Source: an optimization exercise on an open RTL-to-GDS flow (aim: small area, a short achievable clock period and few clock cycles per item). Production flows keep margins and buffers that such runs may drop. RTL that was checked went through simulation tests only; none was proved equivalent to the original. No functional check of the RTL was part of runs 1 to 3 and 5 to 8. Power and IR drop assume default switching activity.

--- flow/config.mk ---
export PLATFORM = sky130hd
export DESIGN_NAME = top_without_mem
export DESIGN_NICKNAME = top_without_mem
export VERILOG_FILES = /design/flow/design.v
export SDC_FILE = /design/flow/constraint.sdc
export NUM_CORES = 4
export LEC_CHECK = 0
export CAP_MARGIN = 20
export CORE_MARGIN = 2
export CORE_UTILIZATION = 40
export SETUP_SLACK_MARGIN = 4.0
export SLEW_MARGIN = 20
--- flow/constraint.sdc ---
create_clock -name core_clock -period 6.5 [get_ports {clk}]
set_input_delay 1.3000 -clock core_clock [delete_from_list [all_inputs] [get_ports {clk}]]
set_output_delay 1.3000 -clock core_clock [all_outputs]
set_load 0.01 [all_outputs]
--- flow/design.v ---
module conv_single(input [8:0] kernel, input [8:0] window, output act_sign);
wire [8:0] m = kernel ~^ window;
wire s1 = m[0] ^ m[1] ^ m[2];
wire c1 = (m[0] & m[1]) | (m[0] & m[2]) | (m[1] & m[2]);
wire s2 = m[3] ^ m[4] ^ m[5];
wire c2 = (m[3] & m[4]) | (m[3] & m[5]) | (m[4] & m[5]);
wire s3 = m[6] ^ m[7] ^ m[8];
wire c3 = (m[6] & m[7]) | (m[6] & m[8]) | (m[7] & m[8]);
wire u = s1 ^ s2 ^ s3;
wire w = (s1 & s2) | (s1 & s3) | (s2 & s3);
wire p = c1 ^ c2 ^ c3;
wire q = (c1 & c2) | (c1 & c3) | (c2 & c3);
assign act_sign = (q & (p | w | u)) | (u & p & w);
endmodule
module pipelined_conv(
	input clk,
	input [15:0] input_row,
	input [8:0] weights_in,
	input m12, m16,		 
	output reg [13:0] conv_out);
reg [15:0] R1, R2;
reg [8:0] K;
wire [13:0] sign_acts;
always @(posedge clk) begin
	R1 <= input_row;
	R2 <= R1;
	K <= weights_in;
end
genvar k;
generate
	for (k = 0; k < 14; k = k + 1) begin : g_conv
		conv_single u(.kernel(K),
			.window({input_row[k+2:k], R1[k+2:k], R2[k+2:k]}),
			.act_sign(sign_acts[k]));
	end
endgenerate
always @(posedge clk)
	conv_out <= {sign_acts[13:10] & {4{m16}}, sign_acts[9:8] & {2{m12}}, sign_acts[7:0]};
endmodule
module controller(input reset_b,
		  input clk,
		  input dut_run,
		  input [15:0] input_mdr,
		  output reg busy,
		  output reg output_write_en,
		  output reg [11:0] input_mar,
		  output reg [11:0] output_mar,
		  output reg m12, m16
		 );
localparam [1:0] ROW = 2'd0, DIMA = 2'd1, DIMD = 2'd2, DONE = 2'd3;
reg [1:0] st;
reg [3:0] c;		 
reg v;			 
wire idle = !busy;
wire is_row = busy && st == ROW;
wire is_dimd = busy && st == DIMD;
wire zero = input_mdr == 16'd0;
wire last = c[3] & c[0] & (!m12 | c[1] & (!m16 | c[2]));
always @(posedge clk or negedge reset_b)
	if (!reset_b) begin
		busy <= 1'b0;
		st <= ROW;
		v <= 1'b0;
		output_write_en <= 1'b0;
	end else begin
		v <= is_row && (c[3] | c[2] | c[1]);
		output_write_en <= v;
		if (idle) begin
			busy <= dut_run;
			st <= zero ? DONE : ROW;
		end else case (st)
			ROW: if (last) st <= DIMA;
			DIMA: st <= DIMD;
			DIMD: begin
				st <= ROW;
				if (zero) busy <= 1'b0;
			end
			DONE: busy <= 1'b0;
		endcase
	end
always @(posedge clk) begin
	if (idle) input_mar <= {10'd0, dut_run, 1'b0};
	else input_mar <= input_mar + {10'd0, is_row & last, !(is_row & last)};
	if (idle) output_mar <= 12'd0;
	else if (output_write_en) output_mar <= output_mar + 12'd1;
	c <= (is_row | is_dimd) ? c + 4'd1 : 4'd0;
	if (idle | is_dimd) begin
		m16 <= input_mdr[4];
		m12 <= input_mdr[4] | input_mdr[2];
	end
end
endmodule
module top_without_mem(input dut_run, reset_b, clk,
		       output dut_busy,
		       input[15:0] sram_dut_read_data, wmem_dut_read_data,
		       output[15:0] dut_sram_write_data,
		       output[11:0] dut_sram_write_address, dut_sram_read_address,
		       output[11:0] dut_wmem_read_address, output dut_sram_write_enable
			);
wire m12, m16;
wire [13:0] conv_out;
controller u1(.reset_b(reset_b), .clk(clk), .dut_run(dut_run),
		.input_mdr(sram_dut_read_data), .busy(dut_busy),
		.output_write_en(dut_sram_write_enable),
		.input_mar(dut_sram_read_address),
		.output_mar(dut_sram_write_address),
		.m12(m12), .m16(m16));
pipelined_conv u2(.clk(clk), .input_row(sram_dut_read_data),
		.weights_in(wmem_dut_read_data[8:0]),
		.m12(m12), .m16(m16), .conv_out(conv_out));
assign dut_wmem_read_address = 12'd1;
assign dut_sram_write_data = {2'b0, conv_out};
endmodule
--- flow/run.sh ---
#!/bin/bash
# synth_recipe.tcl (not shown) runs the flow's synth.tcl, then flattens the netlist and writes it again
# the make line also repeats each setting of config.mk as NAME=value (left out here)
make -C /OpenROAD-flow-scripts/flow DESIGN_CONFIG=/design/flow/config.mk WORK_HOME=/design/flow/orfs CLKGATE_MAP_FILE= SYNTH_SCRIPT=/design/flow/synth_recipe.tcl finish
==> summary.txt, run 1 <==
Place
  – PortBufs: 67
  – GP Congestion: 0.7666
  – Hpwl dp: 8.872 mm

Critical path
  – Worst Path Max Fanout: 3
  – Top delay family on crit path: adder cells
  – Arr. time, crit path: 2920 ps
  – CP startpoint kind: primary input
  – CP Capture Type: flip-flop
  – CP Cell Sequence: buf_12 > buf_12 > xor2_2 > fa_2 > fa_1 > o21ai_0 > a21oi_1 > nor2_1
  – Crit-path most repeated cell: buf_12
  – Cell with the largest stage delay on the worst path: fa_1
  – Setup Crit Path Kind: in2reg
  – Required @ worst endpoint: 6740 ps
  – Worst path bufs/invs: 2
  – CP peak stage delay: 520 ps
  – R2R Setup Slk: 4040 ps

STA
  – F_max: 373.4 MHz
  – Tcrit/Tclk final: 41.21%
  – Hold Slack: 359.6 ps
  – Final setup vio count: 0
  – Clock skew: 10.45 ps
  – Slew @ Worst Pin: 769.0 ps
  – RSZ-0062 raised after global routing: true
  – Max-slew violations: 0
  – Relative slew slack: 48.73%
  – Setup TNS: 0 ps
  – Fin crit period: 2678 ps
  – Hold Violations, Final: 0

Synthesis
  – Top post-synthesis cells by area: dfxtp_1 28%, fa_1 24%, xor2_1 14%
  – Post-synth EDFFs: 2
  – Synthesized instance count: 535
  – Area share of the largest cell type after synthesis: 28.13%
  – Yosys warns: 2
  – Seq/Total Area, Yosys: 31.26%
  – Main synth FF type: dfxtp_1
  – Post-synthesis async set-or-reset flop share: 5.556%
  – Avg Cell Area, Syn: 11.04 um^2
  – Cell Area, Synth: 5907 um^2
  – Synth Register Bits: 90
  – Count of cell types in the netlist: 41
  – Largest area contributor in the netlist: dfxtp_1

Global route
  – Number of global-route vias before repair: 4,124
  – First-pass GRT wire length: 20.56 mm
  – GR Util All Layers: 16.45%
  – Initial antenna violation count: 0
  – Pin count of the biggest net entering global routing: 38
  – Gr ovfl total: 0

Layout
  – Most frequent cells in the layout: 70 x xor2_1, 70 x fa_1, 62 x dfxtp_1
  – Synthesis-to-layout area growth: 23.66%
  – Layout cell share with drive strength beyond 1: 17.33%
  – Post-layout net count: 709
  – # diodes: 0

Power and ir drop
  – Pwr per Cell Area: 295.7 nW/um^2
  – VDD IR max: 0.0001850 V
  – Leak: 0.003192 uW

Run
  – Max-cap violations: 0

Clock tree
  – H-tree levels: 3
  – Total CTS buffers: 9
  – CTS tree: yes
  – Hold-fix buffers, CTS: 0
  – Root Buffer: clkbuf_16
  – CTS Buffer Depth: 2
  – Clk slew on worst S/H paths: 80 ps
  – Worst skew pair latency: 350 ps
  – Clock sink count: 90

Routing
  – Initial DRT Pass Iterations: 4
  – Avg Vias per Cell: 4.744
  – Initial DRC Count: 108
  – Wirelength per Cell: 15.47 um
  – Antenna Nets Post-Route: 0
  – Post-Route WL: 12.13 mm
  – DR vias: 3,719
  – # DRC: 0

Run status
  – Outcome: no timing/DRC/antenna violations

Floorplan
  – Die Wd: 125.5 um
  – FP Rows: 44
  – Ports: 89
  – Initial Utilization: 40.80%
  – DIE AREA: 15,760 um^2
  – CORE AREA: 14,480 um^2
  – Die height: 125.5 um

Worst hold path
  – Min-delay worst type: reg2reg
==> path summary, 6_finish.rpt <==
path                                   startpoint            endpoint  cells after the start
setup / recovery           sram_dut_read_data[13]     u2.conv_out[12]                      8
hold / removal                               u1.v  u1.output_write_en                      0
setup reg to reg                          u2.K[6]      u2.conv_out[9]                      6
max in group asynchronous                 reset_b  u1.output_write_en                      1
min in group asynchronous                 reset_b                u1.v                      1
hold reg to reg                              u1.v  u1.output_write_en                      0
==> per-layer routing <==
metal  part of all wire [%]  global-route usage [%]  vias to the layer above
met5                      0                       0                        -
met4                    1.7                   6.144                        0
met3                    4.5                   3.594                       14
met2                     49                   27.60                       72
met1                     44                   20.88                     1880
li1                       -                       -                     1753
==> cell families after synthesis <==
kind of cell | Yosys count | share of synthesized area, %
other | 2 | 0.1271
AOI/OAI and AO/OA | 58 | 6.228
xor gates and xnor gates | 146 | 21.65
buffers and inverters | 76 | 6.058
muxes | 5 | 0.8896
DFF | 90 | 31.26
and+or+nand+nor | 79 | 8.028
adders and majority gates | 79 | 25.76
==> per-stage QoR <==
| step | instance area [um^2] | worst slack (ps) | utilization (%) | std cells | total power, uW |
|---|---|---|---|---|---|
| 2_1_floorplan | 5984 | 3638 | - | 547 | 1349 |
| 4_1_cts | 7186 | 3812 | 49.63 | 783 | 2162 |
| 3_5_place_dp | 6681 | 2817 | 46.15 | 762 | 1634 |
| 3_3_place_gp | 6681 | 2892 | 46.15 | 762 | 1587 |
| 6_report | 7305 | 3822 | 50.45 | 784 | 2160 |
| 5_1_grt | 7305 | 3764 | 50.45 | 784 | 2330 |
==> final cells by class <==
type                       instances  area, um^2
multi-input combinational        381        3990
tap                              184       230.2
fill                            1335        7174
inverter                          39       146.4
clock buffer                       9       225.2
timing repair buffer              74       764.5
clock inverter                     7       71.32
sequential                        90        1877
==> cells in the mapped netlist, types with 11 or more instances <==
| library cell | count |
|---|---|
| xor2_1 | 96 |
| dfxtp_1 | 83 |
| fa_1 | 71 |
| xnor2_1 | 50 |
| inv_1 | 37 |
| a21oi_1 | 21 |
| and2_1 | 17 |
| buf_4 | 14 |
| nand2_1 | 13 |
| clkbuf_1 | 12 |
| nor2_1 | 12 |
| o21a_1 | 12 |
| o21ai_0 | 11 |
==> flip-flops by register name (all words and copies together), names as in the netlist <==
| signal | count |
|---|---|
| u1.input_mar | 12 |
| u1.m16 | 1 |
| u1.st | 2 |
| u2.conv_out | 14 |
| u2.R2 | 16 |
| u1.c | 4 |
| u1.output_mar | 12 |
| u1.m12 | 1 |
| u2.R1 | 16 |
| u2.K | 9 |
| u1.v | 1 |
| u1.output_write_en | 1 |
| u1.busy | 1 |
==> power breakdown <==
part | switching (uW) | internal (uW)
registers | 87.8 | 654
logic | 454 | 442
clock network | 251 | 270
total | 793 | 1370
==> repair_timing <==
action	CTS	global route
buffers inserted	5	1
gates resized for setup	181	27
setup endpoints to repair	49	19
pin swaps	42	24
cloned	0	0
==> inputs of run 2 (changes only) <==
--- a/flow/design.v
+++ b/flow/design.v
@@ -5,11 +5,12 @@
 wire s2 = m[3] ^ m[4] ^ m[5];
 wire c2 = (m[3] & m[4]) | (m[3] & m[5]) | (m[4] & m[5]);
-wire s3 = m[6] ^ m[7] ^ m[8];
-wire c3 = (m[6] & m[7]) | (m[6] & m[8]) | (m[7] & m[8]);
-wire u = s1 ^ s2 ^ s3;
-wire w = (s1 & s2) | (s1 & s3) | (s2 & s3);
-wire p = c1 ^ c2 ^ c3;
-wire q = (c1 & c2) | (c1 & c3) | (c2 & c3);
-assign act_sign = (q & (p | w | u)) | (u & p & w);
+wire x = s1 ^ s2;
+wire y = s1 & s2;
+wire p = y ^ c1 ^ c2;
+wire q = (y & c1) | (y & c2) | (c1 & c2);
+wire l1 = m[6] | m[7] | m[8];
+wire l2 = (m[6] & m[7]) | (m[6] & m[8]) | (m[7] & m[8]);
+wire l3 = m[6] & m[7] & m[8];
+assign act_sign = (q & (p | x)) | (q & l1) | (p & x & l2) | (p & l3);
 endmodule
 module pipelined_conv(
==> summary.txt, run 2 <==
Run status
  – Outcome: no timing/DRC/antenna violations

Floorplan
  – Initial Utilization: 41.12%
  – Die Wd: 123.7 um
  – FP Rows: 43
  – DIE AREA: 15,300 um^2
  – Die height: 123.7 um
  – Ports: 89
  – CORE AREA: 13,930 um^2

Place
  – GP Congestion: 0.8266
  – Hpwl dp: 8.838 mm
  – Placed cells: 774
  – PortBufs: 67

STA
  – Tcrit/Tclk final: 39.21%
  – Hold Violations, Final: 0
  – Final setup vio count: 0
  – Fin crit period: 2549 ps
  – Relative slew slack: 24.82%
  – F_max: 392.3 MHz
  – RSZ-0062 raised after global routing: true
  – Setup TNS: 0 ps
  – Clock skew: 9.983 ps
  – Slew @ Worst Pin: 1126 ps
  – Max-slew violations: 0

Clock tree
  – CTS Buffer Depth: 2
  – Hold-fix buffers, CTS: 0
  – Clk slew on worst S/H paths: 60 ps
  – CTS tree: yes
  – Root Buffer: clkbuf_16
  – Worst skew pair latency: 350 ps
  – Total CTS buffers: 9
  – Clock sink count: 90
  – H-tree levels: 3

Global route
  – GRT Max-Usage Layer: met2
  – Initial antenna violation count: 1
  – Gr ovfl total: 0
  – Pin count of the biggest net entering global routing: 39
  – Met2 GRT Util: 29.53%
  – Number of global-route vias before repair: 4,316
  – GR Util All Layers: 18.35%
  – Grt met1 use: 23.55%
  – First-pass GRT wire length: 21.63 mm
  – Met3 Track Usage GR: 4.029%

Layout
  – Synthesis-to-layout area growth: 28.47%
  – Post-layout net count: 735
  – Biggest regs: u2.R1 x16, u2.R2 x16, u2.conv_out x14
  – Post-route insts no fill: 821
  – Layout cell share with drive strength beyond 1: 17.34%
  – Most frequent cells in the layout: 68 x xnor2_1, 68 x xor2_1, 66 x dfxtp_1
  – Utilization after layout: 52.83%

Synthesis
  – Seq/Total Area, Yosys: 32.23%
  – Count of cell types in the netlist: 48
  – Top post-synthesis cells by area: dfxtp_1 29%, fa_1 15%, xnor2_1 12%
  – Yosys warns: 2
  – Largest area contributor in the netlist: dfxtp_1
  – Synthesized instance count: 550
  – Synth Register Bits: 90
  – Post-synth EDFFs: 2
  – Avg Cell Area, Syn: 10.42 um^2
  – Area share of the largest cell type after synthesis: 29.00%
  – Cell Area, Synth: 5730 um^2
  – Main synth FF type: dfxtp_1
  – Most frequent cell after synthesis: dfxtp_1
  – Post-synthesis async set-or-reset flop share: 5.556%
  – Commonest cells in the netlist: 83 x dfxtp_1, 76 x xnor2_1, 69 x xor2_1

Worst hold path
  – Min-delay worst type: reg2reg
  – WHS Path Cells: 0
  – Worst Hold Launch: u2.R1[15]

Critical path
  – Worst Path Max Fanout: 3
  – Required @ worst endpoint: 6730 ps
  – Worst setup startpoint: u2.K[3]
  – CP Capture Type: flip-flop
  – RR Startpoint: u2.K[3]
  – Setup Crit Path Kind: reg2reg
  – Arr. time, crit path: 2770 ps
  – R2r worst-path depth: 8
  – CP startpoint kind: flip-flop

Routing
  – # DRC: 0
  – DR vias: 4,087
  – Post-Route WL: 13.06 mm
  – Avg Vias per Cell: 4.978
  – Initial DRC Count: 122
  – Wirelength per Cell: 15.90 um
  – Antenna Nets Post-Route: 0
  – Initial DRT Pass Iterations: 4

Run
  – Max-cap violations: 0

Power and ir drop
  – Leak: 0.003262 uW
  – Pwr per Cell Area: 296.2 nW/um^2
  – VDD IR max: 0.0002234 V
run 2: where the power goes:
group | total [uW] | leakage, uW | internal, uW | switching (uW)
combinational | 917 | 0.00234 | 454 | 464
clock | 537 | 0.000141 | 308 | 229
sequential | 726 | 0.000777 | 652 | 74.6
total | 2180 | 0.00326 | 1410 | 767
run 2: area by class of cell:
type,instances,area (um^2)
fillers,1245,6573
clock buffers,10,239.0
well taps,180,225.2
clock inverters,6,66.31
flip-flops and latches,90,1884
inverters,39,148.9
diodes,1,2.502
multi-input cells,397,3796
repair buffers,98,999.7
run 2: final timing paths:
kind / slack, ps / to
setup / recovery: 3950 / u2.conv_out[6]
hold / removal: 360 / u2.R2[15]
setup reg to reg: 3950 / u2.conv_out[6]
hold reg to reg: 360 / u2.R2[15]
max in group asynchronous: 5130 / u1.output_write_en
min in group asynchronous: 1160 / u1.busy
run 2: per-stage QoR:
stage | worst slack (ps) | total power [uW] | cell area, um^2 | hold WS (ps)
global route | 3817 | 2349 | 7362 | 370.9
finish | 3951 | 2181 | 7362 | 363.0
CTS | 3886 | 2131 | 7062 | 366.2
detailed placement | 3350 | 1566 | 6472 | 340.5
global placement | 3406 | 1528 | 6471 | 344.5
floorplan | 3968 | 1289 | 5823 | 331.2
run 2: worst max-delay path: stages, from the launching register on:
cell and delay, ps:
dfxtp_4 360, buf_12 130, xor2_1 170, fa_1 550
inv_1 40, ha_1 200, fa_1 530, o41ai_2 340
o21ai_1 100
run 2: what timing repair did:
action                     4_1_cts  5_1_grt
cloned                           0        0
buffers inserted                16       14
gates resized for setup         80       40
setup endpoints to repair       48       33
pin swaps                        3       27
run 2: per-layer routing:
metal | routed length, um | vias up
li1 | - | 1960
met1 | 5830 | 1998
met2 | 6264 | 101
met3 | 616 | 28
met4 | 348 | 0
met5 | 0 | -
run 2: cell families (layout without fill, tap and decap cells):
logic type	after synthesis	count (layout)	synth area share [%]
xor+xnor	147	147	22.73
simple gates	97	97	9.149
flops	90	90	32.23
buf+inv	75	153	6.441
fa+ha+maj	71	71	20.87
compound gates	62	62	7.358
mux	6	6	1.092
other cells	2	15	0.1311
==> inputs of run 3 (changes only) <==
--- a/flow/config.mk
+++ b/flow/config.mk
@@ -9,4 +9,4 @@
 export CORE_MARGIN = 2
 export CORE_UTILIZATION = 40
-export SETUP_SLACK_MARGIN = 4.0
+export SETUP_SLACK_MARGIN = 4.25
 export SLEW_MARGIN = 20
==> summary.txt, run 3 <==
Run status
  – Outcome: no timing/DRC/antenna violations

Worst hold path
  – Worst Hold Launch: u1.v
  – WHS Path Cells: 0
  – Worst Hold Path EP: u1.output_write_en
  – Min-delay worst type: reg2reg

Layout
  – Synthesis-to-layout area growth: 33.58%
  – Most frequent cells in the layout: 66 x xnor2_1, 53 x dfxtp_1, 47 x xor2_1
  – Biggest regs: u2.R1 x16, u2.R2 x16, u2.conv_out x14
  – Post-route insts no fill: 834
  – # diodes: 0
  – Most common cell after layout, fill and taps aside: xnor2_1
  – Post-layout net count: 749
  – Layout cell share with drive strength beyond 1: 33.49%

Critical path
  – Reg2Reg Capture Point: u2.conv_out[7]
  – R2R Setup Slk: 4050 ps
  – Top delay family on crit path: adder cells
  – CP Depth: 8
  – CP Capture Type: flip-flop
  – Setup Crit Path Kind: reg2reg
  – Worst path bufs/invs: 2
  – Worst Path Max Fanout: 10
  – CP Cell Sequence: buf_12 > xor2_2 > fa_1 > inv_1 > ha_2 > fa_1 > o41ai_2 > o21ai_1
  – CP peak stage delay: 550 ps
  – Crit-path most repeated cell: fa_1
  – RR Startpoint: u2.K[3]
  – Required @ worst endpoint: 6720 ps
  – Cell with the largest stage delay on the worst path: fa_1
  – CP startpoint kind: flip-flop
  – R2r worst-path depth: 8
  – Arr. time, crit path: 2660 ps

Place
  – Hpwl dp: 8.907 mm
  – Placed cells: 775
  – GP Congestion: 0.8080
  – PortBufs: 67

Synthesis
  – Post-synthesis async set-or-reset flop share: 5.556%
  – Most frequent cell after synthesis: dfxtp_1
  – Yosys warns: 2
  – Commonest cells in the netlist: 83 x dfxtp_1, 76 x xnor2_1, 69 x xor2_1
  – Avg Cell Area, Syn: 10.42 um^2
  – Count of cell types in the netlist: 48
  – Area share of the largest cell type after synthesis: 29.00%
  – Synthesized instance count: 550
  – Cell Area, Synth: 5730 um^2
  – Seq/Total Area, Yosys: 32.23%
  – Main synth FF type: dfxtp_1
  – Post-synth EDFFs: 2
  – Largest area contributor in the netlist: dfxtp_1
  – Top post-synthesis cells by area: dfxtp_1 29%, fa_1 15%, xnor2_1 12%
  – Synth Register Bits: 90

Routing
  – DR vias: 4,115
  – Avg Vias per Cell: 4.934
  – Post-Route WL: 13.32 mm
  – Wirelength per Cell: 15.97 um
  – # DRC: 0
  – Antenna Nets Post-Route: 0
  – Initial DRC Count: 104
  – Initial DRT Pass Iterations: 4

Power and ir drop
  – VDD IR max: 0.0001459 V
  – Pwr per Cell Area: 290.1 nW/um^2
  – Leak: 0.003181 uW

Clock tree
  – Total CTS buffers: 9
  – Clk slew on worst S/H paths: 70 ps
  – Worst skew pair latency: 360 ps
  – CTS Buffer Depth: 2
  – CTS tree: yes
  – H-tree levels: 3
  – Clock sink count: 90
  – Root Buffer: clkbuf_16

Floorplan
  – Die Wd: 123.7 um
  – DIE AREA: 15,300 um^2
  – CORE AREA: 13,930 um^2
  – FP Rows: 43
  – Initial Utilization: 41.12%
  – Die height: 123.7 um
  – Ports: 89

Global route
  – First-pass GRT wire length: 21.82 mm
  – Initial antenna violation count: 0
  – GR Util All Layers: 18.86%
  – Pin count of the biggest net entering global routing: 39
  – Number of global-route vias before repair: 4,386
  – Gr ovfl total: 0

STA
  – Max-slew violations: 0
  – Tcrit/Tclk final: 37.64%
  – RSZ-0062 raised after global routing: true
  – Hold Violations, Final: 0
  – Setup TNS: 0 ps
  – F_max: 408.7 MHz
  – Clock skew: 7.883 ps
  – Fin crit period: 2447 ps
  – Final setup vio count: 0
  – Slew @ Worst Pin: 1101 ps
  – Relative slew slack: 26.52%

Run
  – Max-cap violations: 0
[run 3: cell count changes in the layout (fill, tap and decap cells not counted), moves of 4 or more]
cell / change
buf_2: +18
buf_4: +17
clkbuf_2: +11
clkdlybuf4s15_1: +9
clkdlybuf4s15_2: +15
dfxtp_1: -13
dfxtp_2: +4
dfxtp_4: +9
dlygate4sd2_1: -41
dlymetal6s2s_1: -12
ha_1: -9
ha_2: +9
xor2_1: -21
xor2_2: +21
[run 3: cell type report]
class | count | area [um^2]
Clock inverter | 6 | 71.32
Multi-Input combinational cell | 397 | 4075
Clock buffer | 10 | 239.0
Tap cell | 180 | 225.2
Inverter | 39 | 148.9
Sequential cell | 90 | 1923
Timing Repair Buffer | 112 | 972.2
Fill cell | 1180 | 6280
[run 3: how the worst max path moves through the flow]
stage	slack, ps	end	startpoint
after floorplan	4170	u2.conv_out[1]	u2.K[3]
after global placement	3400	u2.conv_out[8]	u2.K[5]
after detailed placement	3410	u1.st[0]	sram_dut_read_data[12]
after CTS	4050	u2.conv_out[8]	u2.K[1]
after global routing	3980	u2.conv_out[7]	u2.K[3]
final	4050	u2.conv_out[7]	u2.K[3]
[run 3: cell families after synthesis]
group	synth area share, %
other	0.1311
buffers and inverters	6.441
AOI/OAI and AO/OA	7.358
xor gates and xnor gates	22.73
DFF	32.23
and+or+nand+nor	9.149
adders and majority gates	20.87
muxes	1.092
[run 3: metal layers]
layer	track usage [%]	wire length [um]	vias up	share of wire, %
met5	0	0	-	0
met2	32.28	6782	85	51
met3	4.258	555	18	4.2
met4	8.239	270	0	2.0
met1	22.70	5709	2036	43
li1	-	-	1976	-
[run 3: power breakdown]
group | leakage, uW | switching [uW] | internal, uW
clock | 0.000146 | 244 | 313
sequential | 0.000786 | 74.9 | 653
combinational | 0.00225 | 471 | 465
total | 0.00318 | 789 | 1430
[run 3: repair_timing]
item	4_1_cts	5_1_grt
pin swaps	4	6
hold buffers	0	0
setup endpoints to repair	66	46
buffers inserted	29	14
gates resized for setup	202	69
[run 3: metrics by stage]
| stage | cell area [um^2] | hold WS [ps] | util (%) | worst slack [ps] | power [uW] |
|---|---|---|---|---|---|
| CTS | 7515 | 369.0 | 53.93 | 4049 | 2196 |
| finish | 7655 | 363.0 | 54.93 | 4053 | 2220 |
| floorplan | 6193 | 331.2 | - | 4166 | 1329 |
| detailed placement | 6736 | 352.4 | 48.34 | 3409 | 1591 |
| global route | 7655 | 382.8 | 54.93 | 3983 | 2389 |
| global placement | 6736 | 345.2 | 48.34 | 3401 | 1566 |
==> inputs of run 4 (changes only) <==
--- a/flow/design.v
+++ b/flow/design.v
@@ -1,16 +1,7 @@
 module conv_single(input [8:0] kernel, input [8:0] window, output act_sign);
 wire [8:0] m = kernel ~^ window;
-wire s1 = m[0] ^ m[1] ^ m[2];
-wire c1 = (m[0] & m[1]) | (m[0] & m[2]) | (m[1] & m[2]);
-wire s2 = m[3] ^ m[4] ^ m[5];
-wire c2 = (m[3] & m[4]) | (m[3] & m[5]) | (m[4] & m[5]);
-wire x = s1 ^ s2;
-wire y = s1 & s2;
-wire p = y ^ c1 ^ c2;
-wire q = (y & c1) | (y & c2) | (c1 & c2);
-wire l1 = m[6] | m[7] | m[8];
-wire l2 = (m[6] & m[7]) | (m[6] & m[8]) | (m[7] & m[8]);
-wire l3 = m[6] & m[7] & m[8];
-assign act_sign = (q & (p | x)) | (q & l1) | (p & x & l2) | (p & l3);
+wire [2:0] early = m[0] + m[1] + m[2] + m[3] + m[4] + m[5];
+wire [1:0] late = m[6] + m[7] + m[8];
+assign act_sign = (early + late) > 4'd4;
 endmodule
 module pipelined_conv(
--- a/flow/config.mk
+++ b/flow/config.mk
@@ -9,4 +9,3 @@
 export CORE_MARGIN = 2
 export CORE_UTILIZATION = 40
-export SETUP_SLACK_MARGIN = 4.25
 export SLEW_MARGIN = 20
==> summary.txt, run 4 <==
Clock tree
  – Worst skew pair latency: 350 ps
  – Post CTS Setup Buffer Count: 0
  – Root Buffer: clkbuf_16
  – CTS Buffer Depth: 2
  – Hold-fix buffers, CTS: 0
  – CTS tree: yes
  – Cts repair resizes: 0
  – Clock sink count: 90
  – H-tree levels: 3
  – Clk slew on worst S/H paths: 70 ps
  – Total CTS buffers: 9

Synthesis
  – Count of cell types in the netlist: 42
  – Largest area contributor in the netlist: dfxtp_1
  – Area share of the largest cell type after synthesis: 25.70%
  – Avg Cell Area, Syn: 10.38 um^2
  – Commonest cells in the netlist: 96 x xor2_1, 83 x dfxtp_1, 72 x inv_1
  – Synthesized instance count: 623
  – Most frequent cell after synthesis: xor2_1
  – Synth Register Bits: 90
  – Post-synth EDFFs: 2
  – Post-synthesis async set-or-reset flop share: 5.556%
  – Top post-synthesis cells by area: dfxtp_1 26%, fa_1 22%, xor2_1 13%
  – Cell Area, Synth: 6465 um^2
  – Seq/Total Area, Yosys: 28.57%
  – Main synth FF type: dfxtp_1
  – Yosys warns: 2

Routing
  – Avg Vias per Cell: 4.663
  – # DRC: 0
  – Wirelength per Cell: 14.69 um
  – Post-Route WL: 13.19 mm
  – DR vias: 4,187
  – Antenna Nets Post-Route: 0
  – Initial DRT Pass Iterations: 6
  – Initial DRC Count: 157

Critical path
  – Required @ worst endpoint: 6760 ps
  – Worst Path Max Fanout: 7
  – Worst setup startpoint: sram_dut_read_data[4]
  – CP startpoint kind: primary input
  – CP Capture Type: flip-flop
  – Setup Crit Path Kind: in2reg
  – RR Startpoint: u2.K[1]
  – Arr. time, crit path: 4670 ps
  – R2r worst-path depth: 12

Power and ir drop
  – Leak: 0.003283 uW
  – Pwr per Cell Area: 339.2 nW/um^2
  – VDD IR max: 0.0002366 V

Layout
  – # diodes: 0
  – Synthesis-to-layout area growth: 16.51%
  – Post-route insts no fill: 898
  – Layout cell share with drive strength beyond 1: 3.079%
  – Most frequent cells in the layout: 96 x xor2_1, 83 x dfxtp_1, 72 x inv_1
  – Biggest regs: u2.R1 x16, u2.R2 x16, u2.conv_out x14
  – Post-layout net count: 819
  – Most common cell after layout, fill and taps aside: xor2_1

Place
  – GP Congestion: 0.7718
  – Placed cells: 882
  – Hpwl dp: 9.932 mm
  – PortBufs: 67

STA
  – Hold Violations, Final: 0
  – F_max: 227.2 MHz
  – RSZ-0062 raised after global routing: false
  – Clock skew: 7.309 ps
  – Slew @ Worst Pin: 1115 ps
  – Hold Slack: 361.5 ps
  – Fin crit period: 4402 ps
  – Final setup vio count: 0
  – Tcrit/Tclk final: 67.72%
  – Relative slew slack: 25.55%
  – Setup TNS: 0 ps
  – Max-slew violations: 0

Global route
  – Initial antenna violation count: 0
  – First-pass GRT wire length: 22.43 mm
  – Number of global-route vias before repair: 4,625
  – Pin count of the biggest net entering global routing: 39
  – Gr ovfl total: 0
  – GR Util All Layers: 16.22%

Run status
  – Outcome: no timing/DRC/antenna violations

Floorplan
  – Ports: 89
  – DIE AREA: 17,200 um^2
  – Die height: 131.1 um
  – Die Wd: 131.1 um
  – CORE AREA: 15,830 um^2
  – Initial Utilization: 40.85%
  – FP Rows: 46

Worst hold path
  – WHS Path Cells: 0
  – Min-delay worst type: reg2reg
  – Worst Hold Launch: u1.v

Run
  – Max-cap violations: 0
run 4: through the flow:
stage	total power, uW	utilization, %	cell area [um^2]	worst slack (ps)
3_5_place_dp	2072	45.82	7252	1716
6_report	2555	47.59	7532	2098
5_1_grt	2825	47.59	7532	1978
4_1_cts	2598	47.59	7532	2103
3_3_place_gp	1987	45.82	7252	1790
2_1_floorplan	1700	-	6510	2609
run 4: worst paths after layout:
check	to	slack, ps
worst max-delay path	u2.conv_out[2]	2100
worst min-delay path	u1.output_write_en	360
worst max register to register	u2.conv_out[1]	2220
worst min register to register	u1.output_write_en	360
max in group asynchronous	u1.output_write_en	5130
min in group asynchronous	u1.busy	1180
run 4: logic make-up (layout without fill, tap and decap cells):
group / Yosys count / count (layout) / share of synthesized area [%]
XOR/XNOR: 145 / 145 / 19.64
multiplexers: 6 / 6 / 0.9677
buffers and inverters: 109 / 156 / 7.374
other: 2 / 14 / 0.1162
flip-flops: 90 / 90 / 28.57
adder cells (fa/ha/maj): 107 / 107 / 28.95
AO/OA/AOI/OAI: 78 / 78 / 7.026
AND/OR/NAND/NOR: 86 / 86 / 7.354
run 4: final cells by class:
cell class	count	area, um^2
multi-input cells	436	4187
repair buffers	68	678.2
well taps	216	270.3
fillers	1468	8295
flip-flops and latches	90	1847
clock buffers	11	242.7
clock inverters	5	37.54
inverters	72	270.3
run 4: per-layer routing:
| layer | vias up | share of wire [%] | global-route usage, % |
|---|---|---|---|
| met4 | 0 | 0.92 | 3.744 |
| met5 | - | 0 | 0 |
| met3 | 11 | 2.9 | 3.202 |
| met1 | 2065 | 46 | 20.34 |
| li1 | 2052 | - | - |
| met2 | 59 | 50 | 28.86 |
run 4: critical path, cell delays in order:
cell and delay [ps]:
clkdlybuf4s50_1 720, xor2_1 260, fa_1 480, fa_1 550, inv_1 60, fa_1 460, fa_1 520, nor2_1 50
o21ai_0 130, nand2_1 60, o21ai_0 80
run 4: where the power goes:
part           switching (uW)  internal, uW
registers                83.1           650
logic                     679           642
clock network             229           272
Testbench counts of run 4, summed over its fixed seeds: cycles 42,580, items 33,100.
==> inputs of run 5 (changes only) <==
--- a/flow/design.v
+++ b/flow/design.v
@@ -1,7 +1,16 @@
 module conv_single(input [8:0] kernel, input [8:0] window, output act_sign);
 wire [8:0] m = kernel ~^ window;
-wire [2:0] early = m[0] + m[1] + m[2] + m[3] + m[4] + m[5];
-wire [1:0] late = m[6] + m[7] + m[8];
-assign act_sign = (early + late) > 4'd4;
+wire sa = m[0] ^ m[1] ^ m[2];
+wire ca = (m[0] & m[1]) | (m[0] & m[2]) | (m[1] & m[2]);
+wire sb = m[3] ^ m[4] ^ m[5];
+wire cb = (m[3] & m[4]) | (m[3] & m[5]) | (m[4] & m[5]);
+wire e5 = ca & cb & (sa | sb);
+wire e4 = (ca & cb) | ((ca | cb) & sa & sb);
+wire e3 = (ca & cb) | ((ca | cb) & (sa | sb));
+wire e2 = ca | cb | (sa & sb);
+wire l1 = m[6] | m[7] | m[8];
+wire l2 = (m[6] & m[7]) | (m[6] & m[8]) | (m[7] & m[8]);
+wire l3 = m[6] & m[7] & m[8];
+assign act_sign = e5 | (e4 & l1) | (e3 & l2) | (e2 & l3);
 endmodule
 module pipelined_conv(
@@ -47,5 +56,5 @@
 wire is_row = busy && st == ROW;
 wire is_dimd = busy && st == DIMD;
-wire zero = input_mdr == 16'd0;
+wire zero = !(input_mdr[3] | input_mdr[4]);
 wire last = c[3] & c[0] & (!m12 | c[1] & (!m16 | c[2]));
 always @(posedge clk or negedge reset_b)
==> flow/flow/run.sh (new file) <==
#!/bin/bash
# The standard layout, with plain buffers (not delay cells) on the ports.
set -euo pipefail
export BUFFER_PORTS_ARGS="-buffer_cell sky130_fd_sc_hd__buf_1"
bash standard.sh > standard.log 2>&1
==> flow/standard.sh (new file) <==
#!/bin/bash
# synth_recipe.tcl (not shown) runs the flow's synth.tcl, then flattens the netlist and writes it again
# the make line also repeats each setting of config.mk as NAME=value (left out here)
make -C /OpenROAD-flow-scripts/flow DESIGN_CONFIG=/design/flow/config.mk WORK_HOME=/design/flow/orfs CLKGATE_MAP_FILE= SYNTH_SCRIPT=/design/flow/synth_recipe.tcl "${@:-finish}"
--- a/flow/config.mk
+++ b/flow/config.mk
@@ -8,4 +8,5 @@
 export CAP_MARGIN = 20
 export CORE_MARGIN = 2
-export CORE_UTILIZATION = 40
+export CORE_UTILIZATION = 60
+export SETUP_SLACK_MARGIN = 4.3
 export SLEW_MARGIN = 20
removed: flow/run.sh
==> summary.txt, run 5 <==
Run status
  – Outcome: no timing/DRC/antenna violations

Global route
  – Pin count of the biggest net entering global routing: 26
  – GR Util All Layers: 24.16%
  – Gr ovfl total: 0
  – Number of global-route vias before repair: 4,229
  – First-pass GRT wire length: 20.03 mm
  – Initial antenna violation count: 0

Clock tree
  – Root Buffer: clkbuf_8
  – CTS Buffer Depth: 2
  – H-tree levels: 3
  – Clock sink count: 90
  – Total CTS buffers: 9
  – CTS tree: yes
  – Clk slew on worst S/H paths: 90 ps
  – Hold-fix buffers, CTS: 0
  – Worst skew pair latency: 360 ps

STA
  – Max-slew violations: 0
  – Final setup vio count: 0
  – Tcrit/Tclk final: 33.92%
  – Fin crit period: 2205 ps
  – RSZ-0062 raised after global routing: true
  – Hold Violations, Final: 0
  – Slew @ Worst Pin: 786.3 ps
  – Relative slew slack: 47.52%
  – Clock skew: 13.24 ps
  – Setup TNS: 0 ps
  – F_max: 453.6 MHz

Layout
  – Most frequent cells in the layout: 68 x xor2_1, 51 x dfxtp_1, 49 x xnor2_1
  – # diodes: 0
  – Post-route insts no fill: 872
  – Post-layout net count: 806
  – Synthesis-to-layout area growth: 26.99%
  – Most common cell after layout, fill and taps aside: xor2_1
  – Final Cell Area: 7442 um^2
  – FILL cells: 656
  – Biggest regs: u2.R1 x16, u2.R2 x16, u2.conv_out x14
  – Utilization after layout: 77.21%
  – Layout cell share with drive strength beyond 1: 29.50%

Place
  – GP Congestion: 0.8404
  – Area post-placement: 6140 um^2
  – Hpwl dp: 8.865 mm
  – PortBufs: 67
  – Placed cells: 803

Synthesis
  – Area share of the largest cell type after synthesis: 28.35%
  – Largest area contributor in the netlist: dfxtp_1
  – Avg Cell Area, Syn: 9.362 um^2
  – Synth Register Bits: 90
  – Post-synth EDFFs: 2
  – Cell Area, Synth: 5861 um^2
  – Post-synthesis async set-or-reset flop share: 5.556%
  – Main synth FF type: dfxtp_1
  – Top post-synthesis cells by area: dfxtp_1 28%, xor2_1 11%, xnor2_1 10%
  – Commonest cells in the netlist: 83 x dfxtp_1, 74 x xor2_1, 70 x xnor2_1
  – Most frequent cell after synthesis: dfxtp_1
  – Yosys warns: 2
  – Synthesized instance count: 626
  – Seq/Total Area, Yosys: 31.51%
  – Count of cell types in the netlist: 58

Run
  – Max-cap violations: 0

Floorplan
  – FP Rows: 36
  – Ports: 89
  – Initial Utilization: 60.80%
  – CORE AREA: 9639 um^2
  – Die height: 102.8 um
  – DIE AREA: 10,570 um^2
  – Die Wd: 102.8 um

Critical path
  – Worst path bufs/invs: 1
  – Cell with the largest stage delay on the worst path: dfrtp_2
  – Arr. time, crit path: 900 ps
  – Setup Crit Path Kind: reg2out
  – CP peak stage delay: 430 ps
  – Required @ worst endpoint: 5200 ps
  – CP startpoint kind: flip-flop
  – CP Cell Sequence: buf_6
  – CP Capture Type: output port
  – Worst Path Max Fanout: 2
  – R2R Setup Slk: 4320 ps
  – Top delay family on crit path: flip-flops

Routing
  – Avg Vias per Cell: 5.579
  – # DRC: 0
  – Initial DRT Pass Iterations: 5
  – Wirelength per Cell: 16.00 um
  – Initial DRC Count: 214
  – Post-Route WL: 13.95 mm
  – Antenna Nets Post-Route: 0
  – DR vias: 4,865

Power and ir drop
  – VDD IR max: 0.0002029 V
  – Leak: 0.002983 uW
  – Pwr per Cell Area: 277.3 nW/um^2

Worst hold path
  – Min-delay worst type: reg2reg
run 5: cell types whose count changed after synthesis, sizes merged, moves of 10 or more:
cell / delta
fa: -42
o21ai: -12
a31oi: +16
inv: -60
xor2: -22
ha: -28
nor2: +28
and2: -10
nor3: +13
nand2: +25
xnor2: +22
run 5: routing by layer:
layer / up-vias / GRT usage [%] / wire, um
met5: - / 0 / 0
met2: 125 / 39.72 / 6977
met4: 0 / 6.883 / 177
met3: 18 / 3.729 / 585
met1: 2352 / 33.38 / 6211
li1: 2370 / - / -
run 5: stage by stage:
stage | power [uW] | hold slack (ps) | setup slack, ps
floorplan | 1319 | 331.2 | 4209
global placement | 1454 | 341.8 | 3825
detailed placement | 1483 | 338.0 | 3722
CTS | 1898 | 366.2 | 4250
global route | 2200 | 369.6 | 4231
finish | 2063 | 363.4 | 4295
run 5: worst paths after layout:
kind / start / endpoint / cells after the start
worst max-delay path: u1.busy / dut_busy / 1
worst max register to register: u2.K[0] / u2.conv_out[3] / 8
worst min-delay path: u1.v / u1.output_write_en / 0
min in group asynchronous: reset_b / u1.st[1] / 1
max in group asynchronous: reset_b / u1.busy / 1
worst min register to register: u1.v / u1.output_write_en / 0
run 5: final cells by class:
class | count | area, um^2 | area share [%]
sequential | 90 | 1922 | 25.82
tap | 133 | 166.4 | 2.236
clock buffer | 9 | 123.9 | 1.664
timing repair buffer | 122 | 872.1 | 11.72
multi-input combinational | 499 | 4254 | 57.16
inverter | 12 | 45.04 | 0.6052
clock inverter | 7 | 58.81 | 0.7902
run 5: power breakdown:
part	internal, uW	switching [uW]
Sequential	648	65.6
Clock	146	219
Combinational	458	527
run 5: logic make-up after synthesis:
group	synth area share [%]
flops	31.51
simple gates	13.54
mux	0.5551
buf+inv	5.060
xor+xnor	21.80
compound gates	15.12
fa+ha+maj	12.30
other cells	0.1281
run 5: what timing repair did:
action / in CTS / in global routing
buffers inserted: 15 / 36
gates resized for setup: 65 / 108
pin swaps: 4 / 66
setup endpoints to repair: 44 / 41
cloned: 0 / 2
==> inputs of run 6 (changes only) <==
--- a/flow/config.mk
+++ b/flow/config.mk
@@ -9,4 +9,4 @@
 export CORE_MARGIN = 2
 export CORE_UTILIZATION = 60
-export SETUP_SLACK_MARGIN = 4.3
+export SETUP_SLACK_MARGIN = 4.2
 export SLEW_MARGIN = 20
==> summary.txt, run 6 <==
Run status
  – Outcome: no timing/DRC/antenna violations

Synthesis
  – Synthesized instance count: 626
  – Simple logic cell fraction of the synthesized area: 13.54%
  – XOR/XNOR share of the synthesized area: 21.80%
  – Adder-cell share of the synthesized area: 12.30%
  – Yosys warns: 2
  – Main synth FF type: dfxtp_1
  – Top post-synthesis cells by area: dfxtp_1 28%, xor2_1 11%, xnor2_1 10%
  – Synth Register Bits: 90
  – Commonest cells in the netlist: 83 x dfxtp_1, 74 x xor2_1, 70 x xnor2_1
  – Seq/Total Area, Yosys: 31.51%
  – Post-synth EDFFs: 2
  – Compound-gate portion of the synthesized area: 15.12%
  – Most frequent cell after synthesis: dfxtp_1
  – Count of cell types in the netlist: 58
  – Cell Area, Synth: 5861 um^2
  – Avg Cell Area, Syn: 9.362 um^2
  – Area share of the largest cell type after synthesis: 28.35%
  – Mux contribution to synthesized area: 0.5551%
  – Main combinational cell family by area after synthesis: XOR/XNOR gates
  – Post-synthesis async set-or-reset flop share: 5.556%
  – Largest area contributor in the netlist: dfxtp_1

Power and ir drop
  – Internal power: 1213 uW
  – Clock power share: 20.5%
  – Comb power frac: 42.8%
  – Psw: 759.1 uW
  – Pwr per Cell Area: 286.9 nW/um^2
  – Total chip power: 1972 uW
  – Sw frac: 38.49%
  – VDD IR max: 0.0002226 V
  – Leak: 0.002658 uW
  – Seq pwr share: 36.7%

Layout
  – FILL cells: 739
  – Post-layout net count: 793
  – Most frequent cells in the layout: 70 x xor2_1, 64 x xnor2_1, 61 x dfxtp_1
  – Synthesis-to-layout area growth: 17.29%
  – Layout cell share with drive strength beyond 1: 17.77%
  – Most common cell after layout, fill and taps aside: xor2_1
  – Utilization after layout: 71.31%
  – Biggest regs: u2.R1 x16, u2.R2 x16, u2.conv_out x14
  – # diodes: 0
  – Final Cell Area: 6874 um^2

Floorplan
  – Die height: 102.8 um
  – CORE AREA: 9639 um^2
  – FP Rows: 36
  – Die Wd: 102.8 um
  – Ports: 89
  – Initial Utilization: 60.80%
  – DIE AREA: 10,570 um^2

Place
  – GP Congestion: 0.7488
  – Hpwl dp: 8.890 mm
  – PortBufs: 67
  – Post-placement setup slack: 3766 ps
  – Area post-placement: 6081 um^2

Global route
  – Number of global-route vias before repair: 4,182
  – Gr ovfl total: 0
  – Pin count of the biggest net entering global routing: 26
  – GR Util All Layers: 24.20%
  – First-pass GRT wire length: 19.78 mm
  – Initial antenna violation count: 0

STA
  – Slew @ Worst Pin: 753.3 ps
  – Tcrit/Tclk final: 35.56%
  – Hold Violations, Final: 0
  – Final setup vio count: 0
  – Relative slew slack: 49.72%
  – F_max: 432.6 MHz
  – Clock skew: 12.61 ps
  – Setup TNS: 0 ps
  – Max-slew violations: 0
  – RSZ-0062 raised after global routing: true
  – Final worst slack: 4189 ps
  – Fin crit period: 2311 ps

Clock tree
  – Worst skew pair latency: 380 ps
  – CTS Buffer Depth: 2
  – Clk slew on worst S/H paths: 100 ps
  – H-tree levels: 3
  – Total CTS buffers: 9
  – Clock sink count: 90
  – Root Buffer: clkbuf_8
  – CTS tree: yes

Critical path
  – CP startpoint kind: flip-flop
  – Crit-path most repeated cell: buf_4
  – R2R Setup Slk: 4190 ps
  – RR Startpoint: u2.K[2]
  – R2r worst-path depth: 8
  – Top delay family on crit path: compound AO/OA/AOI/OAI gates
  – CP peak stage delay: 580 ps
  – Worst setup startpoint: u2.K[2]
  – Arr. time, crit path: 2570 ps
  – Setup Crit Path Kind: reg2reg
  – Worst path bufs/invs: 2
  – CP Cell Sequence: buf_4 > buf_4 > xnor2_1 > fa_2 > a21oi_1 > o221ai_1 > a21boi_0 > o311ai_0
  – Reg2Reg Capture Point: u2.conv_out[5]
  – CP Capture Type: flip-flop
  – Worst Path Max Fanout: 8
  – Required @ worst endpoint: 6760 ps
  – Cell with the largest stage delay on the worst path: fa_2

Routing
  – Antenna Nets Post-Route: 0
  – Initial DRC Count: 159
  – Initial DRT Pass Iterations: 4
  – Avg Vias per Cell: 5.533
  – # DRC: 0
  – Post-Route WL: 13.10 mm
  – DR vias: 4,753
  – Wirelength per Cell: 15.25 um

Run
  – Max-cap violations: 0

Worst hold path
  – Worst Hold Launch: u2.R1[15]
  – Min-delay worst type: reg2reg
  – WHS Path Cells: 0
  – Worst Hold Path EP: u2.R2[15]
run 6: worst reg2reg max path, delay by kind of cell, from the launching register on:
| kind | cells | cell delay [ps] |
|---|---|---|
| xor gates and xnor gates | 1 | 130 |
| AOI/OAI and AO/OA | 4 | 750 |
| DFF | 1 | 400 |
| buffers and inverters | 2 | 340 |
| adders and majority gates | 1 | 580 |
run 6: kinds of logic (layout without fill, tap and decap cells):
kind of cell    after synthesis  after routing
fa+ha+maj                    41             41
flops                        90             90
mux                           3              3
compound gates              133            133
simple gates                163            163
buf+inv                      49            137
xor+xnor                    145            145
other cells                   2             14
run 6: how the worst max path moves through the flow:
stage	end	depth (start not counted)	slack, ps
after global routing	u2.conv_out[12]	7	4120
after detailed placement	u2.conv_out[10]	7	3770
after global placement	u2.conv_out[12]	7	3800
after floorplan	u2.conv_out[4]	6	4200
final	u2.conv_out[5]	8	4190
after CTS	u2.conv_out[10]	7	4200
run 6: cell type report:
cell class	count	area, um^2	area share (%)
timing repair buffer	109	625.6	9.101
multi-input combinational	499	3945	57.39
inverter	12	45.04	0.6553
tap	133	166.4	2.421
sequential	90	1892	27.52
clock inverter	6	72.57	1.056
clock buffer	10	127.6	1.857
run 6: metal layers:
| metal | track usage, % | wire length [um] |
|---|---|---|
| met5 | 0 | 0 |
| met4 | 7.895 | 231 |
| met1 | 30.96 | 5709 |
| met3 | 6.847 | 647 |
| met2 | 39.77 | 6509 |
run 6: power by group through the flow:
stage / combinational [uW] / clock (uW) / sequential [uW]
2_1_floorplan: 576 / 0 / 737
3_3_place_gp: 695 / 0 / 748
3_5_place_dp: 724 / 0 / 750
4_1_cts: 750 / 415 / 728
5_1_grt: 944 / 438 / 735
6_report: 844 / 404 / 724
run 6: per-stage QoR:
step | hold slack (ps) | cells
3_5_place_dp | 341.0 | 801
3_3_place_gp | 346.1 | 801
4_1_cts | 368.8 | 819
5_1_grt | 383.3 | 859
2_1_floorplan | 331.2 | 638
6_report | 366.9 | 859
run 6: repair_timing:
item	in CTS	in global routing
pin swaps	1	15
hold buffers	0	0
resized for setup	18	56
endpoints found under the setup margin	20	28
setup buffers	2	40
==> inputs of run 7 (changes only) <==
--- a/flow/config.mk
+++ b/flow/config.mk
@@ -9,4 +9,4 @@
 export CORE_MARGIN = 2
 export CORE_UTILIZATION = 60
-export SETUP_SLACK_MARGIN = 4.2
+export SETUP_SLACK_MARGIN = 4.1
 export SLEW_MARGIN = 20
==> summary.txt, run 7 <==
Layout
  – Most common cell after layout, fill and taps aside: dfxtp_1
  – # diodes: 0
  – Most frequent cells in the layout: 75 x dfxtp_1, 73 x xor2_1, 70 x xnor2_1
  – Layout cell share with drive strength beyond 1: 7.835%
  – Post-layout net count: 769
  – Synthesis-to-layout area growth: 10.70%
  – Biggest regs: u2.R1 x16, u2.R2 x16, u2.conv_out x14

Routing
  – Wirelength per Cell: 14.75 um
  – Initial DRT Pass Iterations: 4
  – Avg Vias per Cell: 5.606
  – Antenna Nets Post-Route: 0
  – Initial DRC Count: 152
  – DR vias: 4,681
  – # DRC: 0
  – Post-Route WL: 12.32 mm

Floorplan
  – DIE AREA: 10,570 um^2
  – Initial Utilization: 60.80%
  – Die Wd: 102.8 um
  – CORE AREA: 9639 um^2
  – FP Rows: 36
  – Ports: 89
  – Die height: 102.8 um

Critical path
  – Top delay family on crit path: adder cells
  – Required @ worst endpoint: 6740 ps
  – CP peak stage delay: 360 ps
  – CP startpoint kind: primary input
  – Cell with the largest stage delay on the worst path: maj3_1
  – CP Capture Type: flip-flop
  – CP Cell Sequence: buf_1 > xor2_1 > nand2_1 > maj3_1 > a21oi_1 > o311ai_0
  – Setup Crit Path Kind: in2reg
  – Worst path bufs/invs: 1
  – Worst Path Max Fanout: 4
  – Arr. time, crit path: 2580 ps
  – R2r worst-path depth: 9
  – CP Depth: 6

Clock tree
  – CTS tree: yes
  – Worst skew pair latency: 370 ps
  – Hold-fix buffers, CTS: 0
  – Root Buffer: clkbuf_8
  – Clk slew on worst S/H paths: 90 ps
  – H-tree levels: 3
  – Clock sink count: 90
  – CTS Buffer Depth: 2
  – Total CTS buffers: 9

Place
  – PortBufs: 67
  – GP Congestion: 0.7975
  – Post-placement setup slack: 3740 ps
  – Hpwl dp: 8.735 mm

Synthesis
  – Cell Area, Synth: 5861 um^2
  – Seq/Total Area, Yosys: 31.51%
  – Synthesized instance count: 626
  – Post-synth EDFFs: 2
  – Commonest cells in the netlist: 83 x dfxtp_1, 74 x xor2_1, 70 x xnor2_1
  – Count of cell types in the netlist: 58
  – Yosys warns: 2
  – Largest area contributor in the netlist: dfxtp_1
  – Area share of the largest cell type after synthesis: 28.35%
  – Main synth FF type: dfxtp_1
  – Synth Register Bits: 90
  – Post-synthesis async set-or-reset flop share: 5.556%
  – Avg Cell Area, Syn: 9.362 um^2
  – Most frequent cell after synthesis: dfxtp_1
  – Top post-synthesis cells by area: dfxtp_1 28%, xor2_1 11%, xnor2_1 10%

STA
  – Tcrit/Tclk final: 36.08%
  – Fin crit period: 2345 ps
  – Slew @ Worst Pin: 1087 ps
  – RSZ-0062 raised after global routing: true
  – Final worst slack: 4155 ps
  – F_max: 426.4 MHz
  – Relative slew slack: 27.46%
  – Max-slew violations: 0
  – Final setup vio count: 0
  – Hold Violations, Final: 0
  – Clock skew: 11.18 ps
  – Setup TNS: 0 ps

Global route
  – Gr ovfl total: 0
  – Number of global-route vias before repair: 4,242
  – Initial antenna violation count: 0
  – GR Util All Layers: 23.72%
  – Pin count of the biggest net entering global routing: 26
  – First-pass GRT wire length: 19.49 mm

Run status
  – Outcome: no timing/DRC/antenna violations

Worst hold path
  – WHS Path Cells: 0
  – Min-delay worst type: reg2reg

Run
  – Max-cap violations: 0

Power and ir drop
  – Leak: 0.002462 uW
  – Pwr per Cell Area: 287.0 nW/um^2
  – VDD IR max: 0.0002078 V
run 7: per-layer routing:
layer / up-vias / global-route usage, % / share of wire (%)
met1: 2259 / 29.71 / 45
met2: 113 / 40.87 / 50
met3: 12 / 6.373 / 4.1
li1: 2297 / - / -
met5: - / 0 / 0
met4: 0 / 6.073 / 1.4
run 7: cells by family (layout without fill, tap and decap cells):
family                   after synthesis  count (layout)  share of synthesized area [%]
AO/OA/AOI/OAI                        133             133                          15.12
XOR/XNOR                             145             145                          21.80
adder cells (fa/ha/maj)               41              41                          12.30
buffers and inverters                 49             113                          5.060
flip-flops                            90              90                          31.51
multiplexers                           3               3                         0.5551
other                                  2              14                         0.1281
AND/OR/NAND/NOR                      163             163                          13.54
run 7: what timing repair did:
| action | 4_1_cts | 5_1_grt |
|---|---|---|
| pin swaps | 0 | 2 |
| setup endpoints to repair | 19 | 14 |
| buffers inserted | 0 | 18 |
| endpoints found under the hold margin | 0 | 0 |
| cloned | 0 | 0 |
| resized for setup | 11 | 11 |
run 7: area by class of cell:
cell class	count	area, um^2
Clock inverter	5	36.28
Fill cell	828	3152
Multi-Input combinational cell	499	3786
Inverter	12	45.04
Timing Repair Buffer	85	437.9
Clock buffer	11	141.4
Sequential cell	90	1874
Tap cell	133	166.4
run 7: path summary, 6_finish.rpt:
check	slack, ps	start	to
max	4150	sram_dut_read_data[6]	u2.conv_out[4]
min	370	u2.R1[15]	u2.R2[15]
max reg2reg	4210	u2.K[3]	u2.conv_out[9]
min reg2reg	370	u2.R1[15]	u2.R2[15]
max in group asynchronous	5500	reset_b	u1.output_write_en
min in group asynchronous	760	reset_b	u1.v
run 7: per-stage QoR:
stage	instance area [um^2]	cells	util, %	hold slack [ps]	power [uW]
2_1_floorplan	5916	638	-	331.2	1310
3_3_place_gp	6080	801	63.07	340.0	1442
3_5_place_dp	6080	801	63.07	335.8	1471
4_1_cts	6277	817	65.12	372.9	1840
5_1_grt	6487	835	67.30	386.2	2000
6_report	6487	835	67.30	371.2	1862
run 7: worst reg2reg max path, delay by kind of cell (launching register included):
kind            cells  cell delay [ps]
compound gates      1              140
xor+xnor            1              170
flops               1              390
fa+ha+maj           1              610
buf+inv             2              300
simple gates        4              570
run 7: power breakdown:
| group | switching [uW] | leakage, uW | internal, uW |
|---|---|---|---|
| registers | 78.0 | 0.000772 | 647 |
| clock network | 207 | 0.0000945 | 153 |
| logic | 434 | 0.00160 | 343 |
| total | 719 | 0.00246 | 1140 |
==> inputs of run 8 (changes only) <==
--- a/flow/design.v
+++ b/flow/design.v
@@ -1,16 +1,18 @@
 module conv_single(input [8:0] kernel, input [8:0] window, output act_sign);
 wire [8:0] m = kernel ~^ window;
-wire sa = m[0] ^ m[1] ^ m[2];
-wire ca = (m[0] & m[1]) | (m[0] & m[2]) | (m[1] & m[2]);
-wire sb = m[3] ^ m[4] ^ m[5];
-wire cb = (m[3] & m[4]) | (m[3] & m[5]) | (m[4] & m[5]);
-wire e5 = ca & cb & (sa | sb);
-wire e4 = (ca & cb) | ((ca | cb) & sa & sb);
-wire e3 = (ca & cb) | ((ca | cb) & (sa | sb));
-wire e2 = ca | cb | (sa & sb);
-wire l1 = m[6] | m[7] | m[8];
-wire l2 = (m[6] & m[7]) | (m[6] & m[8]) | (m[7] & m[8]);
-wire l3 = m[6] & m[7] & m[8];
-assign act_sign = e5 | (e4 & l1) | (e3 & l2) | (e2 & l3);
+wire a1 = m[0] | m[1] | m[2];
+wire a2 = (m[0] & m[1]) | (m[0] & m[2]) | (m[1] & m[2]);
+wire a3 = m[0] & m[1] & m[2];
+wire b1 = m[3] | m[4] | m[5];
+wire b2 = (m[3] & m[4]) | (m[3] & m[5]) | (m[4] & m[5]);
+wire b3 = m[3] & m[4] & m[5];
+wire c1 = m[6] | m[7] | m[8];
+wire c2 = (m[6] & m[7]) | (m[6] & m[8]) | (m[7] & m[8]);
+wire c3 = m[6] & m[7] & m[8];
+wire t2 = a2 | b2 | (a1 & b1);
+wire t3 = a3 | b3 | (a2 & b1) | (a1 & b2);
+wire t4 = (a3 & b1) | (a2 & b2) | (a1 & b3);
+wire t5 = (a3 & b2) | (a2 & b3);
+assign act_sign = t5 | (t4 & c1) | (t3 & c2) | (t2 & c3);
 endmodule
 module pipelined_conv(
@@ -56,5 +58,5 @@
 wire is_row = busy && st == ROW;
 wire is_dimd = busy && st == DIMD;
-wire zero = !(input_mdr[3] | input_mdr[4]);
+wire zero = input_mdr == 16'd0;
 wire last = c[3] & c[0] & (!m12 | c[1] & (!m16 | c[2]));
 always @(posedge clk or negedge reset_b)
==> flow/run.sh (new file) <==
#!/bin/bash
# synth_recipe.tcl (not shown) runs the flow's synth.tcl, then flattens the netlist and writes it again
# the make line also repeats each setting of config.mk as NAME=value (left out here)
make -C /OpenROAD-flow-scripts/flow DESIGN_CONFIG=/design/flow/config.mk WORK_HOME=/design/flow/orfs CLKGATE_MAP_FILE= SYNTH_SCRIPT=/design/flow/synth_recipe.tcl finish
--- a/flow/config.mk
+++ b/flow/config.mk
@@ -8,5 +8,5 @@
 export CAP_MARGIN = 20
 export CORE_MARGIN = 2
-export CORE_UTILIZATION = 60
-export SETUP_SLACK_MARGIN = 4.1
+export CORE_UTILIZATION = 40
+export SETUP_SLACK_MARGIN = 4.3
 export SLEW_MARGIN = 20
removed: flow/flow/run.sh
removed: flow/standard.sh
==> summary.txt, run 8 <==
Synthesis
  – Avg Cell Area, Syn: 8.686 um^2
  – Post-synth EDFFs: 2
  – Main synth FF type: dfxtp_1
  – Synthesized instance count: 707
  – Top post-synthesis cells by area: dfxtp_1 27%, xnor2_1 13%, xor2_1 13%
  – Commonest cells in the netlist: 92 x xnor2_1, 91 x xor2_1, 83 x dfxtp_1
  – Post-synthesis async set-or-reset flop share: 5.556%
  – Seq/Total Area, Yosys: 30.07%
  – Largest area contributor in the netlist: dfxtp_1
  – Count of cell types in the netlist: 52
  – Cell Area, Synth: 6141 um^2
  – Yosys warns: 2
  – Area share of the largest cell type after synthesis: 27.06%
  – Most frequent cell after synthesis: xnor2_1
  – Synth Register Bits: 90

STA
  – Hold Violations, Final: 0
  – Setup TNS: 0 ps
  – RSZ-0062 raised after global routing: true
  – Max-slew violations: 0
  – Slew @ Worst Pin: 527.8 ps
  – Fin crit period: 2277 ps
  – Hold Slack: 362.3 ps
  – Relative slew slack: 64.44%
  – F_max: 439.3 MHz
  – Final worst slack: 4223 ps
  – Final setup vio count: 0
  – Tcrit/Tclk final: 35.02%
  – Clock skew: 15.26 ps

Routing
  – Wirelength per Cell: 16.03 um
  – DR vias: 5,375
  – Initial DRT Pass Iterations: 5
  – # DRC: 0
  – Antenna Nets Post-Route: 0
  – Avg Vias per Cell: 5.418
  – Post-Route WL: 15.90 mm
  – Initial DRC Count: 278

Critical path
  – CP Capture Type: output port
  – Arr. time, crit path: 980 ps
  – CP startpoint kind: flip-flop
  – Worst path bufs/invs: 1
  – CP Cell Sequence: buf_6
  – Top delay family on crit path: flip-flops
  – Setup Crit Path Kind: reg2out
  – Cell with the largest stage delay on the worst path: dfrtp_4
  – Required @ worst endpoint: 5200 ps
  – Worst Path Max Fanout: 2
  – CP peak stage delay: 490 ps

Power and ir drop
  – Pwr per Cell Area: 259.1 nW/um^2
  – Leak: 0.003106 uW
  – Total chip power: 2007 uW
  – VDD IR max: 0.0001898 V

Run status
  – Outcome: no timing/DRC/antenna violations

Layout
  – Most common cell after layout, fill and taps aside: xor2_1
  – # diodes: 0
  – Synthesis-to-layout area growth: 26.12%
  – Most frequent cells in the layout: 85 x xor2_1, 80 x xnor2_1, 54 x nor2_1
  – Post-layout net count: 843
  – Layout cell share with drive strength beyond 1: 26.62%
  – Biggest regs: u2.R1 x16, u2.R2 x16, u2.conv_out x14
  – FILL cells: 1,378
  – Post-route insts no fill: 992

Place
  – PortBufs: 67
  – Post-placement setup slack: 3273 ps
  – Placed cells: 936
  – GP Congestion: 0.8547
  – Hpwl dp: 10.26 mm

Global route
  – Pin count of the biggest net entering global routing: 21
  – Gr ovfl total: 0
  – Initial antenna violation count: 0
  – GR Util All Layers: 19.04%
  – First-pass GRT wire length: 24.94 mm
  – Number of global-route vias before repair: 5,332

Floorplan
  – Die height: 127.9 um
  – Die Wd: 127.9 um
  – Ports: 89
  – DIE AREA: 16,360 um^2
  – FP Rows: 45
  – CORE AREA: 15,090 um^2
  – Initial Utilization: 40.70%

Run
  – Max-cap violations: 0

Worst hold path
  – Min-delay worst type: reg2reg

Clock tree
  – Total CTS buffers: 9
  – Hold-fix buffers, CTS: 0
  – H-tree levels: 3
  – CTS Buffer Depth: 2
  – Worst skew pair latency: 360 ps
  – CTS tree: yes
  – Clk slew on worst S/H paths: 80 ps
  – Clock sink count: 90
  – Root Buffer: clkbuf_16
==> run 8: cell types whose count changed after synthesis, sizes merged, moves of 12 or more <==
cell	delta
buf	+12
xor2	+17
fa	-28
o21ai	+16
a31oi	-16
maj3	+14
a21oi	-21
and2	+19
nor2	+21
nand3	+13
xnor2	+21
==> run 8: layer usage <==
metal	vias up	share of wire (%)	global-route usage, %	routed length (um)
met5	-	0	0	0
met4	0	2.7	8.662	434
met3	29	4.4	3.715	697
met2	160	48	32.12	7642
met1	2557	45	23.54	7125
li1	2629	-	-	-
==> run 8: path summary, 6_finish.rpt <==
check                           depth (start not counted)                  to  slack, ps    start
worst max register to register                          7      u2.conv_out[9]       4290  u2.K[0]
worst min register to register                          0  u1.output_write_en        360     u1.v
worst min-delay path                                    0  u1.output_write_en        360     u1.v
min in group asynchronous                               1                u1.v       1150  reset_b
max in group asynchronous                               1             u1.busy       5140  reset_b
worst max-delay path                                    1            dut_busy       4220  u1.busy
==> run 8: through the flow <==
stage	util (%)	area, um^2
2_1_floorplan	-	6351
3_3_place_gp	46.29	6984
3_5_place_dp	46.29	6984
4_1_cts	49.05	7402
5_1_grt	51.33	7745
6_report	51.33	7745
==> run 8: kinds of logic after synthesis <==
family          after synthesis  share of synthesized area (%)
other cells                   2                         0.1223
compound gates              138                          15.65
flops                        90                          30.07
simple gates                209                          16.06
mux                           6                          1.039
buf+inv                      52                          5.848
xor+xnor                    183                          26.10
fa+ha+maj                    27                          5.114
==> run 8: what timing repair did <==
action	CTS	global route
gates resized for setup	284	59
endpoints found under the setup margin	67	29
pin swaps	7	19
setup buffers	23	11
cloned	0	6
==> run 8: layout make-up <==
cell class                      count  area [um^2]  area share, %
Multi-Input combinational cell    577         4280          55.27
Sequential cell                    90         1922          24.81
Timing Repair Buffer              116        980.9          12.67
Clock buffer                       10        250.2          3.231
Tap cell                          188        235.2          3.037
Clock inverter                      6        57.56         0.7431
Inverter                            5        18.77         0.2423
==> run 8: power breakdown <==
group	switching [uW]	internal (uW)
Sequential	61.8	644
Combinational	395	359
Clock	254	293

## static timing again, ports no longer ideal
The results above use ideal ports. As a check the final layouts listed here were re-extracted and re-timed, cells and wires unchanged.
Step 1: set_driving_cell puts a clkbuf_16 on clk and a buf_2 on each other input, an assumption about the parent block.
Step 2 adds t to the input delays and takes it off the output delays; t is the mean of the earliest and latest rising clock arrival at the registers after step 1. Input paths then give back, and output paths get back, about the clock's delay inside the block.
Three values: ideal ports, drivers, drivers and shift; two values: the first two.
run	shift t [ns]	slack for setup (ns)	worst data-port slew with drivers (ns)
run 1	0.392	3.822 / 3.806 / 3.415	0.08
run 2	0.386	3.951 / 3.951 / 3.739	0.05
run 3	0.392	4.053 / 4.053 / 3.836	0.05
run 4	0.383	2.098 / 2.109 / 1.726	0.04
run 5	0.387	4.295 / 4.262 / 3.946	0.04
run 6	0.411	4.189 / 4.189 / 3.831	0.04
run 7	0.397	4.155 / 4.149 / 3.764	0.05
run 8	0.399	4.223 / 4.182 / 3.940	0.05
After both steps every run listed still meets setup and hold. The setup slack of run 1, which loses most, moves by -0.016 ns with the drivers and by -0.407 ns with both steps.
